Background: an optimization exercise with open tools, aiming at small area and a short achievable clock period. Do not read the settings as production practice.
No functional check of the RTL was part of any run shown here.
Power is estimated from default activity; no workload was simulated.

==> flow/design.v, too long to show whole: its modules and the start of the top module <==
// module FloatingPointMultiplierSingle: 995 lines
module FloatingPointMultiplierSingle (clk,reset,en,inputA,inputB,result, OF);
  // ...
==> flow/flow/run.sh <==
#!/bin/bash
# Standard ORFS layout, except that Yosys's generic ABC pass before full-adder
# extraction is skipped (SYNTH_ARGS=-noabc), so the hand-written adder tree is
# mapped to full-adder cells without extra inverters. Registers are unchanged.
set -euo pipefail
bash standard.sh SYNTH_ARGS=-noabc finish > standard.log 2>&1
==> flow/standard.sh <==
#!/bin/bash
# synth_recipe.tcl (not shown) runs the flow's synth.tcl, then flattens the netlist and writes it again
# the make line also repeats each setting of config.mk as NAME=value (left out here)
make -C /OpenROAD-flow-scripts/flow DESIGN_CONFIG=/design/flow/config.mk WORK_HOME=/design/flow/orfs CLKGATE_MAP_FILE= SYNTH_SCRIPT=/design/flow/synth_recipe.tcl "${@:-finish}"
==> flow/config.mk <==
export PLATFORM = sky130hd
export DESIGN_NAME = FloatingPointMultiplierSingle
export DESIGN_NICKNAME = FloatingPointMultiplierSingle
export VERILOG_FILES = /design/flow/design.v
export SDC_FILE = /design/flow/constraint.sdc
export NUM_CORES = 4
export LEC_CHECK = 0
export CAP_MARGIN = 20
export CORE_MARGIN = 2
export CORE_UTILIZATION = 45
export SETUP_SLACK_MARGIN = 5
export SLEW_MARGIN = 20
export TNS_END_PERCENT = 100
==> flow/constraint.sdc <==
create_clock -name core_clock -period 11.0 [get_ports {clk}]
set_input_delay 2.2000 -clock core_clock [delete_from_list [all_inputs] [get_ports {clk}]]
set_output_delay 2.2000 -clock core_clock [all_outputs]
set_load 0.01 [all_outputs]
==> qor.yml, run 1 <==
route:
  viasPerCell: 6.48
  num_vias: 18700
  drt-initial-drc-count: 2216
hold_path:
  hold-path-endpoint: "result[4]"
finish:
  final-clk-cell-share_pct: 1.29
  area_dominant_class: "multi-input gates"
  n_clock_buffer: 9
  syn_to_final_growth_pct: 24.6
  buf_share_pct: 14.1
yosys:
  synthFlopType: "dfxtp_1"
  synth_cell_types: 82
  synth.yosys.seq_area_share_pct: 11.2
  synth_xor_area_share_pct: 15.7
  yosysTopAreaCellShare_pct: 25.4
  synth.net_count: 2666
critical_path:
  cp_top_family: "adder cells"
  crit_slowest_cell: "fa_2"
  path_class: "in -> reg"
  rrSetupSlack_ns: 5.79
global_route:
  grt-ovfl-total: 0
  grtUsageTotal_pct: 32.8
sta:
  setup-tns-final_ns: 0
outcome:
  outcome: "no timing/DRC/antenna violations"
cts:
  path_clk_slew_ns: 0.09
  post-cts-setup-buffer-count: 57
  h-tree-depth: 3
power:
  swShare_pct: 49.1
==> inputs of run 2 (changes only) <==
--- a/flow/design.v
+++ b/flow/design.v
@@ -963,22 +963,25 @@
 wire nan = (zf & inf) | (~a_mz & a_ef) | (~b_mz & b_ef);
 wire [1:0] cls = nan ? 2'b10 : zf ? 2'b00 : inf ? 2'b01 : 2'b11;
 reg [31:0] q_row0, q_row1;
 reg q_cK, q_sticky, q_sign, q_of0, q_of1;
 reg [7:0] q_e0;
 reg [1:0] q_cls;
 always @(posedge clk) begin
   if (reset) begin
-    q_row0 <= 0; q_row1 <= 0; q_cK <= 1'b0; q_sticky <= 1'b0; q_sign <= 1'b0;
-    q_of0 <= 1'b0; q_of1 <= 1'b0; q_e0 <= 8'd0; q_cls <= 2'b00;
+    q_sign <= 1'b0; q_cls <= 2'b00;
   end else if (en) begin
+    q_sign <= A[31] ^ B[31]; q_cls <= cls;
+  end
+end
+always @(posedge clk) begin
+  if (en) begin
     q_row0 <= row0; q_row1 <= row1; q_cK <= cK; q_sticky <= sticky;
-    q_sign <= A[31] ^ B[31];
-    q_of0 <= e0[8]; q_of1 <= e1[8]; q_e0 <= e0[7:0]; q_cls <= cls;
+    q_of0 <= e0[8]; q_of1 <= e1[8]; q_e0 <= e0[7:0];
   end
 end
 wire [31:0] P = q_row0 + q_row1 + q_cK;   
 wire n = P[31];
 wire [22:0] m_sel = n ? P[30:8] : P[29:7];
 wire m_inc = n ? (P[7] & q_sticky) : P[6];
 wire [22:0] mant = m_sel + m_inc;
 wire [7:0] expo = q_e0 + n;
==> flow/config.mk (replaced) <==
export PLATFORM = sky130hd
export DESIGN_NAME = FloatingPointMultiplierSingle
export DESIGN_NICKNAME = FloatingPointMultiplierSingle
export VERILOG_FILES = /design/flow/design.v
export SDC_FILE = /design/flow/constraint.sdc
export NUM_CORES = 4
export LEC_CHECK = 0
export CAP_MARGIN = 20
export CORE_MARGIN = 2
export CORE_UTILIZATION = 45
export SETUP_SLACK_MARGIN = 4
export SLEW_MARGIN = 20
export TNS_END_PERCENT = 100
==> run 2 against run 1 <==
Compared with the run above:
- still clean
- combinational power rose by 12%
- sequential share of layout area is 5.0 points higher
- sequential power up 75%
- register-to-register slack lost 0.37 ns
- fmax down 13%
- first-iteration DRC count shrank 37%
- final area down 14%
- utilization decreased by 7.0 points
- critical endpoint is now q_row1[11]
==> qor.yml, run 2 <==
outcome:
  outcome: "no timing/DRC/antenna violations"  # unchanged
placed_design:
  place_congestion: 0.889  # was 0.913
  portBuffers: 99  # unchanged
  dp.cells: 2603  # was 2757
  place_area_mm2: 0.0210  # was 0.0213 mm^2
  dpl.hpwl_mm: 42.9  # was 45.9 mm
global_route:
  antenna_found_initial: 2  # was 0
  grt-ovfl-total: 0  # unchanged
  grtUsageTotal_pct: 27.1  # was 32.8%
  grt_pass1_vias: 16500  # was 18600
  grt_max_degree: 66  # was 73
  grt_pass1_wl_mm: 95.1  # was 115 mm
floorplan:
  ios: 100  # unchanged
  start_util_pct: 45.7  # was 45.3%
  die_area_mm2: 0.0455  # was 0.0460 mm^2
  num_rows: 76  # was 77
  die_w_um: 213  # was 214 um
  die_h_um: 213  # was 214 um
  coreArea_mm2: 0.0432  # was 0.0439 mm^2
yosys:
  async_reset_ff_share_pct: 0  # unchanged
  synth_enable_flop_cells: 76  # was 0
  synth.net_count: 2508  # was 2666
  synth.yosys.seq_area_share_pct: 15.1  # was 11.2%
  synthFlopType: "edfxtp_1"  # was dfxtp_1
  ys_warn_count: 1  # unchanged
  synthCells: 2060  # was 2218
  yosysTopAreaCellShare_pct: 25.7  # was 25.4%
  synth_cell_types: 89  # was 82
  synth_commonest_cells: "288 x xnor2_1, 253 x fa_1, 244 x a22oi_1"  # was 300 x xnor2_1, 253 x fa_1, 244 x a22oi_1
  synth.avg_cell_area_um2: 9.58  # was 8.98 um^2
  synth_area_leaders: "fa_1 26%, xnor2_1 13%, edfxtp_1 12%, a22oi_1 9.3%, ha_1 8.1%"  # was fa_1 25%, xnor2_1 13%, dfxtp_1 11%, a22oi_1 9.2%, ha_1 8.0%
  yosysMostFrequentCell: "xnor2_1"  # unchanged
  synth-seq-cells: 111  # unchanged
  synthesis.area_mm2: 0.0197  # was 0.0199 mm^2
  synth_top_cell_by_area: "fa_1"  # unchanged
cts:
  post-cts-setup-buffer-count: 0  # was 57
  insertion_delay_ns: 0.37  # was 0.38 ns
  cts_made_buffers: 9  # unchanged
  cts_tree: "yes"  # unchanged
  h-tree-depth: 3  # unchanged
  clock-root-buffer: "clkbuf_16"  # unchanged
  path_clk_slew_ns: 0.07  # was 0.09 ns
  clock_path_buffers: 2  # unchanged
  cts.sinks: 111  # unchanged
job:
  maxCapViolations: 0  # unchanged
critical_path:
  path_buf_inv: 2  # was 5
  crit_slowest_cell: "inv_2"  # was fa_2
  startpoint_type: "input pin"  # unchanged
  critPathMaxFanout: 25  # was 5
  path_cells: "clkdlybuf4s50_1 -> ha_2 -> nand2b_1 -> inv_2 -> xnor2_1 -> fa_1 -> fa_1 -> fa_1 -> fa_1 -> fa_1 -> fa_1"  # was buf_12 -> inv_4 -> or3_4 -> o21ai_4 -> buf_12 -> buf_4 -> buf_8 -> a22oi_1 -> xnor2_1 -> fa_2 -> fa_1 -> fa_2 -> fa_1 -> fa_2 -> ha_4 -> mux2i_1 -> nor2_1
  crit_top_cell: "fa_1"  # was fa_2
  setup.worst_path.end_class: "flop"  # unchanged
  worstPathArrival_ns: 7.04  # was 6.26 ns
  cp_top_family: "adder cells"  # unchanged
  cp_slowest_stage_delay_ns: 0.70  # was 0.61 ns
  path_class: "in -> reg"  # unchanged
  cp_data_required_time_ns: 11.10  # was 11.23 ns
finish:
  n_fill_cell: 4159  # was 3788
  drive_gt1_share_pct: 5.85  # was 17.8%
  stdcell_area_mm2: 0.0214  # was 0.0248 mm^2
  final_common_cell: "xnor2_1"  # unchanged
  reg_top3: "q_row0: 32 flops, q_row1: 32 flops, result: 32 flops"  # unchanged
  final_cell_mix: "288 x xnor2_1, 253 x fa_1, 244 x a22oi_1"  # was 291 x xnor2_1, 223 x a22oi_1, 175 x fa_1
  nNetsFinal: 2477  # was 2744
  syn_to_final_growth_pct: 8.23  # was 24.6%
  final_cells: 2620  # was 2893
sta:
  drv_slew: 0  # unchanged
  hold_violations: 0  # unchanged
  relSlewSlack_pct: 37.9  # was 39.4%
  rsz0062_at_grt: "yes"  # unchanged
  tightest_slew_ns: 0.927  # was 0.909 ns
  setup_viol: 0  # unchanged
  fmax_ghz: 0.144  # was 0.166 GHz
  setup-tns-final_ns: 0  # unchanged
  worst_clock_skew_ns: 0.0138  # was 0.0160 ns
  fin_crit_ns: 6.94  # was 6.02 ns
  period_share_pct: 63.1  # was 54.8%
route:
  drt-initial-drc-count: 1401  # was 2216
  wirelength_mm: 60.8  # was 80.1 mm
  viasPerCell: 6.09  # was 6.48
  num_vias: 15900  # was 18700
  ant_nets: 0  # unchanged
  drc_errors: 0  # unchanged
  drt-wirelength-per-cell_um: 23.2  # was 27.7 um
  first_pass_iters: 6  # unchanged
hold_path:
  min_path_type: "reg -> reg"  # unchanged
power:
  cellLeakagePower_nw: 7.88  # was 9.65 nW
  power_density_mw_per_mm2: 318  # was 235 mW/mm^2
  worst_ir_drop_vdd_mv: 0.180  # was 0.184 mV
[run 2: cell count changes in the layout (fill, tap and decap cells not counted), sizes merged, moves of 11 or more]
cell           before  now
bufbuf             19    0
clkdlybuf4s50      56   97
dfxtp             111   35
xnor2             300  289
buf               146   43
edfxtp              0   76
dlygate4sd2        12    0
xor2               58   69
clkbuf             21    9
nor2              116   65
mux2i              76   18
[run 2: per-stage QoR]
stage / power [mW] / worst slack (ns) / util [%] / hold WS, ns
floorplan: 4.95 / 4.50 / - / 0.463
global placement: 6.28 / 3.56 / 48.7 / 0.453
detailed placement: 6.44 / 3.46 / 48.7 / 0.455
CTS: 6.79 / 4.00 / 49.4 / 0.467
global route: 7.53 / 3.97 / 49.5 / 0.492
finish: 6.80 / 4.06 / 49.5 / 0.463
[run 2: what timing repair did]
| action | in CTS | in global routing |
|---|---|---|
| hold buffers | 0 | 0 |
| gates resized for setup | 6 | 15 |
| endpoints found under the setup margin | 4 | 14 |
[run 2: layout make-up]
type / count / area, um^2 / area share, %
Timing Repair Buffer: 140 / 1290 / 6.06
Multi-Input combinational cell: 1657 / 15600 / 73.2
Sequential cell: 111 / 2980 / 14.0
Inverter: 110 / 430 / 2.02
Tap cell: 585 / 732 / 3.43
Antenna cell: 1 / 2.50 / 0.0117
Clock buffer: 9 / 225 / 1.05
Clock inverter: 7 / 46.3 / 0.217
[run 2: layer usage]
layer / up-vias / part of all wire, % / GRT usage (%)
met2: 734 / 47 / 45.4
met5: - / 0.020 / 0
met4: 2 / 3.8 / 11.3
li1: 7189 / - / -
met1: 7891 / 42 / 35.6
met3: 128 / 7.2 / 3.53
[run 2: tightest hold or removal path, cell delays in order, from the launching register on]
cell and delay, ns:
dfxtp_1 0.31, nand2_1 0.06, a21oi_1 0.05
[run 2: kinds of logic (layout without fill, tap and decap cells)]
family,after synthesis,after routing,share of synthesized area (%)
other,0,1,0
and+or+nand+nor,342,342,8.75
buffers and inverters,292,266,5.75
AOI/OAI and AO/OA,555,555,19.5
muxes,21,21,1.10
DFF,111,111,15.1
xor gates and xnor gates,358,358,16.0
adders and majority gates,381,381,33.8
[run 2: where the power goes]
group | internal, mW | total, mW | switching [mW]
Clock | 0.155 | 0.318 | 0.164
Combinational | 2.33 | 5.51 | 3.18
Sequential | 0.912 | 0.974 | 0.0617
[run 2: final timing paths]
| kind | from | to | slack (ns) | cells after the start |
|---|---|---|---|---|
| setup / recovery | inputB[17] | q_row1[11] | 4.06 | 11 |
| setup reg to reg | q_row0[10] | result[16] | 5.42 | 19 |
| hold / removal | result[0] | result[0] | 0.46 | 2 |
| hold reg to reg | result[0] | result[0] | 0.46 | 2 |
==> inputs of run 3 (changes only) <==
==> flow/flow/run.sh (replaced) <==
#!/bin/bash
# Standard ORFS layout with two changes: Yosys's generic ABC pass before
# full-adder extraction is skipped (SYNTH_ARGS=-noabc), so the hand-written
# adder tree maps to full-adder cells without extra inverters; and the port
# buffers are buf_4 cells instead of the default delay-buffer choice.
# Registers are unchanged. ORFS writes each tool's log under orfs/logs.
set -euo pipefail
bash standard.sh SYNTH_ARGS=-noabc "BUFFER_PORTS_ARGS=-buffer_cell sky130_fd_sc_hd__buf_4" finish > standard.log 2>&1
==> run 3 against run 2 <==
Compared with the run above:
- critical path depth increased by 4
- total power increased by 0.90%
- count of clock-buffer cells in the layout unchanged
- fmax increased by 3.6%
- synthesized area unchanged
- non-clock buffer count decreased by 23
- die area unchanged
- final cell count decreased by 0.88%
- sequential share of layout area increased by 0.25 points
- clock skew decreased by 0.00098 ns
- setup slack improved by 0.24 ns
- utilization decreased by 0.88 points
==> qor.yml, run 3 <==
sta:
  drv_slew: 0  # unchanged
  hold_violations: 0  # unchanged
  rsz0062_at_grt: "no"  # was yes
  fmax_ghz: 0.149  # was 0.144 GHz
  relSlewSlack_pct: 27.8  # was 37.9%
  fin_crit_ns: 6.70  # was 6.94 ns
  worst_clock_skew_ns: 0.0128  # was 0.0138 ns
  period_share_pct: 60.9  # was 63.1%
  setup-tns-final_ns: 0  # unchanged
  setup_viol: 0  # unchanged
  tightest_slew_ns: 1.08  # was 0.927 ns
  setup_slack_ns: 4.30  # was 4.06 ns
yosys:
  synth_top_cell_by_area: "fa_1"  # unchanged
  synth_area_leaders: "fa_1 26%, xnor2_1 13%, edfxtp_1 12%, a22oi_1 9.3%, ha_1 8.1%"  # unchanged
  yosysMostFrequentCell: "xnor2_1"  # unchanged
  synth_commonest_cells: "288 x xnor2_1, 253 x fa_1, 244 x a22oi_1"  # unchanged
  synth_enable_flop_cells: 76  # unchanged
  async_reset_ff_share_pct: 0  # unchanged
  synthCells: 2060  # unchanged
  synth-seq-cells: 111  # unchanged
  synth.yosys.seq_area_share_pct: 15.1  # unchanged
  synth_cell_types: 89  # unchanged
  synthesis.area_mm2: 0.0197  # unchanged
  synth.net_count: 2508  # unchanged
  ys_warn_count: 1  # unchanged
  yosysTopAreaCellShare_pct: 25.7  # unchanged
  synthFlopType: "edfxtp_1"  # unchanged
  synth.avg_cell_area_um2: 9.58  # unchanged
cts:
  post-cts-setup-buffer-count: 0  # unchanged
  hold_buffers: 0  # unchanged
  h-tree-depth: 3  # unchanged
  cts_made_buffers: 9  # unchanged
  cts_tree: "yes"  # unchanged
  insertion_delay_ns: 0.37  # about the same
  clock-root-buffer: "clkbuf_16"  # unchanged
  cts.sinks: 111  # unchanged
  cts_resized: 0  # was 6
  path_clk_slew_ns: 0.08  # was 0.07 ns
  clock_path_buffers: 2  # unchanged
finish:
  final_common_cell: "xnor2_1"  # unchanged
  final_cell_mix: "288 x xnor2_1, 253 x fa_1, 244 x a22oi_1"  # unchanged
  final_cells: 2597  # was 2620
  drive_gt1_share_pct: 9.40  # was 5.85%
  register_area_mm2: 0.00298  # unchanged
  multi_input_area_mm2: 0.0156  # about the same
  syn_to_final_growth_pct: 6.30  # was 8.23%
  stdcell_area_mm2: 0.0210  # was 0.0214 mm^2
  nNetsFinal: 2454  # was 2477
  final_core_util_pct: 48.6  # was 49.5%
  n_fill_cell: 4109  # was 4159
  reg_top3: "q_row0: 32 flops, q_row1: 32 flops, result: 32 flops"  # unchanged
placed_design:
  dp.cells: 2580  # was 2603
  place_congestion: 0.890  # was 0.889
  dpl.hpwl_mm: 42.7  # was 42.9 mm
  portBuffers: 99  # unchanged
  place_area_mm2: 0.0206  # was 0.0210 mm^2
  post-place-ws_ns: 3.82  # was 3.46 ns
power:
  worst_ir_drop_vdd_mv: 0.187  # was 0.180 mV
  cellLeakagePower_nw: 7.92  # was 7.88 nW
  power_density_mw_per_mm2: 327  # was 318 mW/mm^2
critical_path:
  path_class: "in -> reg"  # unchanged
  cp_data_required_time_ns: 11.13  # was 11.10 ns
  critPathMaxFanout: 24  # was 25
  startpoint_type: "input pin"  # unchanged
  setup.worst_path.end_class: "flop"  # unchanged
  worstPathArrival_ns: 6.83  # was 7.04 ns
route:
  wirelength_mm: 60.9  # was 60.8 mm
  viasPerCell: 6.16  # was 6.09
  drt-wirelength-per-cell_um: 23.4  # was 23.2 um
  drt-initial-drc-count: 1455  # was 1401
  num_vias: 16000  # was 15900
  drc_errors: 0  # unchanged
  ant_nets: 0  # unchanged
  first_pass_iters: 6  # unchanged
floorplan:
  coreArea_mm2: 0.0432  # unchanged
  ios: 100  # unchanged
  start_util_pct: 45.7  # unchanged
  die_h_um: 213  # unchanged
  die_area_mm2: 0.0455  # unchanged
  die_w_um: 213  # unchanged
  num_rows: 76  # unchanged
outcome:
  outcome: "no timing/DRC/antenna violations"  # unchanged
global_route:
  grt_max_degree: 51  # was 66
  grt_pass1_vias: 16300  # was 16500
  grt_pass1_wl_mm: 94.4  # was 95.1 mm
  antenna_found_initial: 1  # was 2
  grtUsageTotal_pct: 27.0  # was 27.1%
  grt-ovfl-total: 0  # unchanged
job:
  maxCapViolations: 0  # unchanged
hold_path:
  min_path_type: "reg -> reg"  # unchanged
run 3: changes by cell type in the layout (fill, tap and decap cells not counted), moves of 6 or more:
cell / previous run / this run
buf_4: 41 / 117
inv_2: 4 / 10
clkdlybuf4s50_1: 97 / 0
ha_1: 119 / 126
inv_4: 7 / 1
ha_2: 9 / 2
run 3: layer usage:
metal / track usage [%] / wire length [um] / vias up / part of all wire [%]
li1: - / - / 7129 / -
met4: 10.5 / 2020 / 0 / 3.3
met5: 0 / 0 / - / 0
met3: 3.91 / 4960 / 134 / 8.1
met2: 44.4 / 28400 / 768 / 47
met1: 36.1 / 25500 / 7967 / 42
run 3: logic make-up after synthesis:
kind of cell	count (synthesis)	share of synthesized area [%]
AOI/OAI and AO/OA	555	19.5
xor gates and xnor gates	358	16.0
adders and majority gates	381	33.8
buffers and inverters	292	5.75
DFF	111	15.1
muxes	21	1.10
and+or+nand+nor	342	8.75
run 3: worst paths after layout:
check	from	to	slack, ns	cells past startpoint
max	inputB[7]	q_cK	4.30	15
min	result[0]	result[0]	0.47	2
max reg2reg	q_row1[10]	result[16]	5.42	19
min reg2reg	result[0]	result[0]	0.47	2
run 3: metrics by stage:
stage                     total power [mW]  hold WS, ns
final                                 6.86        0.468
after global routing                  7.60        0.488
after CTS                             6.84        0.468
after detailed placement              6.42        0.458
after global placement                6.31        0.455
after floorplan                       4.95        0.463
run 3: power by group:
group	internal, mW	switching, mW	leakage (nW)
Combinational	2.32	3.19	6.74
Sequential	0.912	0.0618	1.03
Clock	0.203	0.166	0.156
run 3: area by class of cell:
| cell class | count | area share [%] |
|---|---|---|
| sequential | 111 | 14.2 |
| clock buffer | 9 | 1.07 |
| tap | 585 | 3.49 |
| antenna | 1 | 0.0119 |
| inverter | 110 | 1.98 |
| timing repair buffer | 117 | 4.19 |
| multi-input combinational | 1657 | 74.5 |
| clock inverter | 7 | 0.495 |
run 3: critical path, stage by stage:
cell	delay, ns
buf_4	0.14
ha_1	1.00
a22oi_1	0.26
xnor2_1	0.20
fa_1	0.48
fa_1	0.58
fa_1	0.42
ha_1	0.20
ha_1	0.27
ha_1	0.29
a21o_1	0.16
a21o_1	0.17
a21oi_1	0.17
nand2_1	0.07
o21a_1	0.18
==> inputs of run 4 (changes only) <==
--- a/flow/config.mk
+++ b/flow/config.mk
@@ -8,6 +8,6 @@
 export CAP_MARGIN = 20
 export CORE_MARGIN = 2
 export CORE_UTILIZATION = 45
-export SETUP_SLACK_MARGIN = 4
+export SETUP_SLACK_MARGIN = 4.5
 export SLEW_MARGIN = 20
 export TNS_END_PERCENT = 100
==> run 4 against run 3 <==
Compared with the run above:
- largest power group unchanged
- sequential power about the same
- synthesized cell count unchanged
- first-iteration DRC count up 0.48%
- clock skew rose by 0.0011 ns
- critical endpoint unchanged
- die area unchanged
- critical path depth unchanged
- register-to-register slack about the same
- hold slack is essentially flat
- setup slack improved by 0.36 ns
- sequential cell count is the same
==> qor.yml, run 4 <==
outcome:
  outcome: "no timing/DRC/antenna violations"  # unchanged
critical_path:
  startpoint_type: "input pin"  # unchanged
  cp_data_required_time_ns: 11.14  # was 11.13 ns
  cp_top_family: "adder cells"  # unchanged
  path_buf_inv: 1  # unchanged
  cp_slowest_stage_delay_ns: 0.72  # was 1.00 ns
  crit_slowest_cell: "ha_2"  # was ha_1
  critPathMaxFanout: 24  # unchanged
  worstPathArrival_ns: 6.48  # was 6.83 ns
  setup.worst_path.end_class: "flop"  # unchanged
  path_cells: "buf_4 -> ha_2 -> a22oi_1 -> xnor2_1 -> fa_1 -> fa_1 -> fa_1 -> ha_1 -> ha_1 -> ha_1 -> a21o_1 -> a21o_1 -> a21oi_1 -> nand2_1 -> o21a_1"  # was buf_4 -> ha_1 -> a22oi_1 -> xnor2_1 -> fa_1 -> fa_1 -> fa_1 -> ha_1 -> ha_1 -> ha_1 -> a21o_1 -> a21o_1 -> a21oi_1 -> nand2_1 -> o21a_1
  path_class: "in -> reg"  # unchanged
finish:
  multi_input_area_mm2: 0.0156  # about the same
  antennaDiodeCount: 0  # was 1
  drive_gt1_share_pct: 9.59  # was 9.40%
  final_cells: 2597  # unchanged
  reg_top3: "q_row0: 32 flops, q_row1: 32 flops, result: 32 flops"  # unchanged
  final_common_cell: "xnor2_1"  # unchanged
  nNetsFinal: 2455  # was 2454
  syn_to_final_growth_pct: 6.27  # was 6.30%
  n_fill_cell: 4130  # was 4109
  final_cell_mix: "288 x xnor2_1, 253 x fa_1, 244 x a22oi_1"  # unchanged
  final_core_util_pct: 48.6  # about the same
  register_area_mm2: 0.00298  # unchanged
sta:
  hold_violations: 0  # unchanged
  relSlewSlack_pct: 38.7  # was 27.8%
  period_share_pct: 57.6  # was 60.9%
  rsz0062_at_grt: "no"  # unchanged
  setup_viol: 0  # unchanged
  fmax_ghz: 0.158  # was 0.149 GHz
  hold_ws_ns: 0.469  # was 0.468 ns
  drv_slew: 0  # unchanged
  tightest_slew_ns: 0.916  # was 1.08 ns
  worst_clock_skew_ns: 0.0139  # was 0.0128 ns
  setup-tns-final_ns: 0  # unchanged
  fin_crit_ns: 6.34  # was 6.70 ns
yosys:
  synth.avg_cell_area_um2: 9.58  # unchanged
  synth_fa_ha_area_share_pct: 33.8  # unchanged
  synth.yosys.seq_area_share_pct: 15.1  # unchanged
  ys_warn_count: 1  # unchanged
  synth-seq-cells: 111  # unchanged
  synth_commonest_cells: "288 x xnor2_1, 253 x fa_1, 244 x a22oi_1"  # unchanged
  synth.net_count: 2508  # unchanged
  synth_area_leaders: "fa_1 26%, xnor2_1 13%, edfxtp_1 12%, a22oi_1 9.3%, ha_1 8.1%"  # unchanged
  synth_cell_types: 89  # unchanged
  synth_top_family_by_area: "adder cells"  # unchanged
  yosys.area_share.simple_pct: 8.75  # unchanged
  synth_top_cell_by_area: "fa_1"  # unchanged
  yosysMostFrequentCell: "xnor2_1"  # unchanged
  synthFlopType: "edfxtp_1"  # unchanged
  yosysTopAreaCellShare_pct: 25.7  # unchanged
  synthCells: 2060  # unchanged
  synth_mux_area_share_pct: 1.10  # unchanged
  synthesis.area_mm2: 0.0197  # unchanged
  async_reset_ff_share_pct: 0  # unchanged
  synth_enable_flop_cells: 76  # unchanged
  synth_xor_area_share_pct: 16.0  # unchanged
  synth_compound_area_share_pct: 19.5  # unchanged
global_route:
  grtUsageTotal_pct: 27.5  # was 27.0%
  grtUsageMet1_pct: 36.3  # was 36.1%
  antenna_found_initial: 0  # was 1
  grt_max_degree: 53  # was 51
  grt_util_met2_pct: 45.5  # was 44.4%
  busiest_layer: "met2"  # unchanged
  grt-ovfl-total: 0  # unchanged
  use_met3_pct: 4.29  # was 3.91%
  grt_pass1_wl_mm: 95.6  # was 94.4 mm
  grt_pass1_vias: 16700  # was 16300
route:
  drc_errors: 0  # unchanged
  ant_nets: 0  # unchanged
  wirelength_mm: 61.6  # was 60.9 mm
  drt-wirelength-per-cell_um: 23.7  # was 23.4 um
  first_pass_iters: 6  # unchanged
  drt-initial-drc-count: 1462  # was 1455
  viasPerCell: 6.18  # was 6.16
  num_vias: 16100  # was 16000
cts:
  path_clk_slew_ns: 0.09  # was 0.08 ns
  post-cts-setup-buffer-count: 0  # unchanged
  cts_resized: 7  # was 0
  cts_made_buffers: 9  # unchanged
  cts.sinks: 111  # unchanged
  hold_buffers: 0  # unchanged
  clock-root-buffer: "clkbuf_16"  # unchanged
  cts_tree: "yes"  # unchanged
  insertion_delay_ns: 0.38  # was 0.37 ns
  h-tree-depth: 3  # unchanged
  clock_path_buffers: 2  # unchanged
floorplan:
  die_h_um: 213  # unchanged
  num_rows: 76  # unchanged
  die_area_mm2: 0.0455  # unchanged
  start_util_pct: 45.7  # unchanged
  die_w_um: 213  # unchanged
  coreArea_mm2: 0.0432  # unchanged
  ios: 100  # unchanged
placed_design:
  dp.cells: 2581  # was 2580
  place_congestion: 0.884  # was 0.890
  portBuffers: 99  # unchanged
  dpl.hpwl_mm: 43.1  # was 42.7 mm
power:
  worst_ir_drop_vdd_mv: 0.145  # was 0.187 mV
  power_density_mw_per_mm2: 326  # was 327 mW/mm^2
  cellLeakagePower_nw: 7.90  # was 7.92 nW
job:
  maxCapViolations: 0  # unchanged
hold_path:
  min_path_type: "reg -> reg"  # unchanged
run 4: where the power goes:
| part | switching (mW) | leakage, nW | total (mW) | internal (mW) |
|---|---|---|---|---|
| registers | 0.0590 | 1.03 | 0.971 | 0.912 |
| logic | 3.21 | 6.74 | 5.54 | 2.33 |
| clock network | 0.166 | 0.134 | 0.322 | 0.157 |
| total | 3.44 | 7.90 | 6.83 | 3.40 |
run 4: worst min-delay path, delay by kind of cell, from the launching register on:
| kind | cells | cell delay [ns] |
|---|---|---|
| simple gates | 1 | 0.06 |
| compound gates | 1 | 0.05 |
| flops | 1 | 0.32 |
run 4: routing by layer:
metal | share of wire [%] | wire length (um) | up-vias
met4 | 3.2 | 1960 | 0
met5 | 0 | 0 | -
met2 | 47 | 29000 | 782
li1 | - | - | 7154
met3 | 8.3 | 5100 | 135
met1 | 42 | 25600 | 7987
run 4: kinds of logic after synthesis:
group	Yosys count
xor gates and xnor gates	358
muxes	21
DFF	111
buffers and inverters	292
adders and majority gates	381
AOI/OAI and AO/OA	555
and+or+nand+nor	342
run 4: layout make-up:
| cell class | instances | area share, % |
|---|---|---|
| Multi-Input combinational cell | 1657 | 74.6 |
| Tap cell | 585 | 3.49 |
| Timing Repair Buffer | 118 | 4.24 |
| Sequential cell | 111 | 14.2 |
| Clock inverter | 7 | 0.263 |
| Clock buffer | 9 | 1.07 |
| Inverter | 110 | 2.10 |
run 4: stage by stage:
stage / setup WS [ns] / total power [mW] / instance area [um^2]
2_1_floorplan: 4.53 / 4.95 / 19700
3_3_place_gp: 3.86 / 6.31 / 20600
3_5_place_dp: 3.83 / 6.46 / 20600
4_1_cts: 4.49 / 6.81 / 20900
5_1_grt: 4.50 / 7.57 / 21000
6_report: 4.66 / 6.83 / 21000
run 4: worst paths after layout:
kind                                    to  cells after the start       start  slack [ns]
worst max-delay path                  q_cK                     15   inputB[5]        4.66
worst min-delay path            result[24]                      2  result[24]        0.47
worst max register to register  result[12]                     19  q_row0[16]        5.42
worst min register to register  result[24]                      2  result[24]        0.47

-- static timing again, ports no longer ideal --
No port has a modelled driver above. Below, the same layouts with a new extraction and two added sets of constraints.
Step 1: set_driving_cell puts a clkbuf_16 on clk and a buf_2 on each other input, an assumption about the parent block.
Step 2 moves the port delays by t, midway between the first and last clock arrival at a register: inputs arrive t later, outputs are due t later. That takes back most of the time a late clock gives input paths.
a / b / c = ideal ports / drivers / drivers and shift; a / b = the first two.
| run | t, ns | setup slack, ns | latest minus earliest clock arrival (ns) | slew at the worst register clock pin (ns) |
|---|---|---|---|---|
| run 1 | 0.427 | 4.977 / 4.967 / 4.540 | 0.016 / 0.016 | 0.09 / 0.09 |
| run 2 | 0.415 | 4.060 / 4.084 / 3.668 | 0.016 / 0.017 | 0.08 / 0.08 |
| run 3 | 0.417 | 4.302 / 4.331 / 3.914 | 0.014 / 0.015 | 0.08 / 0.08 |
| run 4 | 0.414 | 4.663 / 4.690 / 4.276 | 0.020 / 0.019 | 0.09 / 0.09 |
After both steps every run listed still meets setup and hold. For run 1, which loses most, drivers alone change the setup slack by -0.010 ns; drivers and shift together by -0.437 ns.
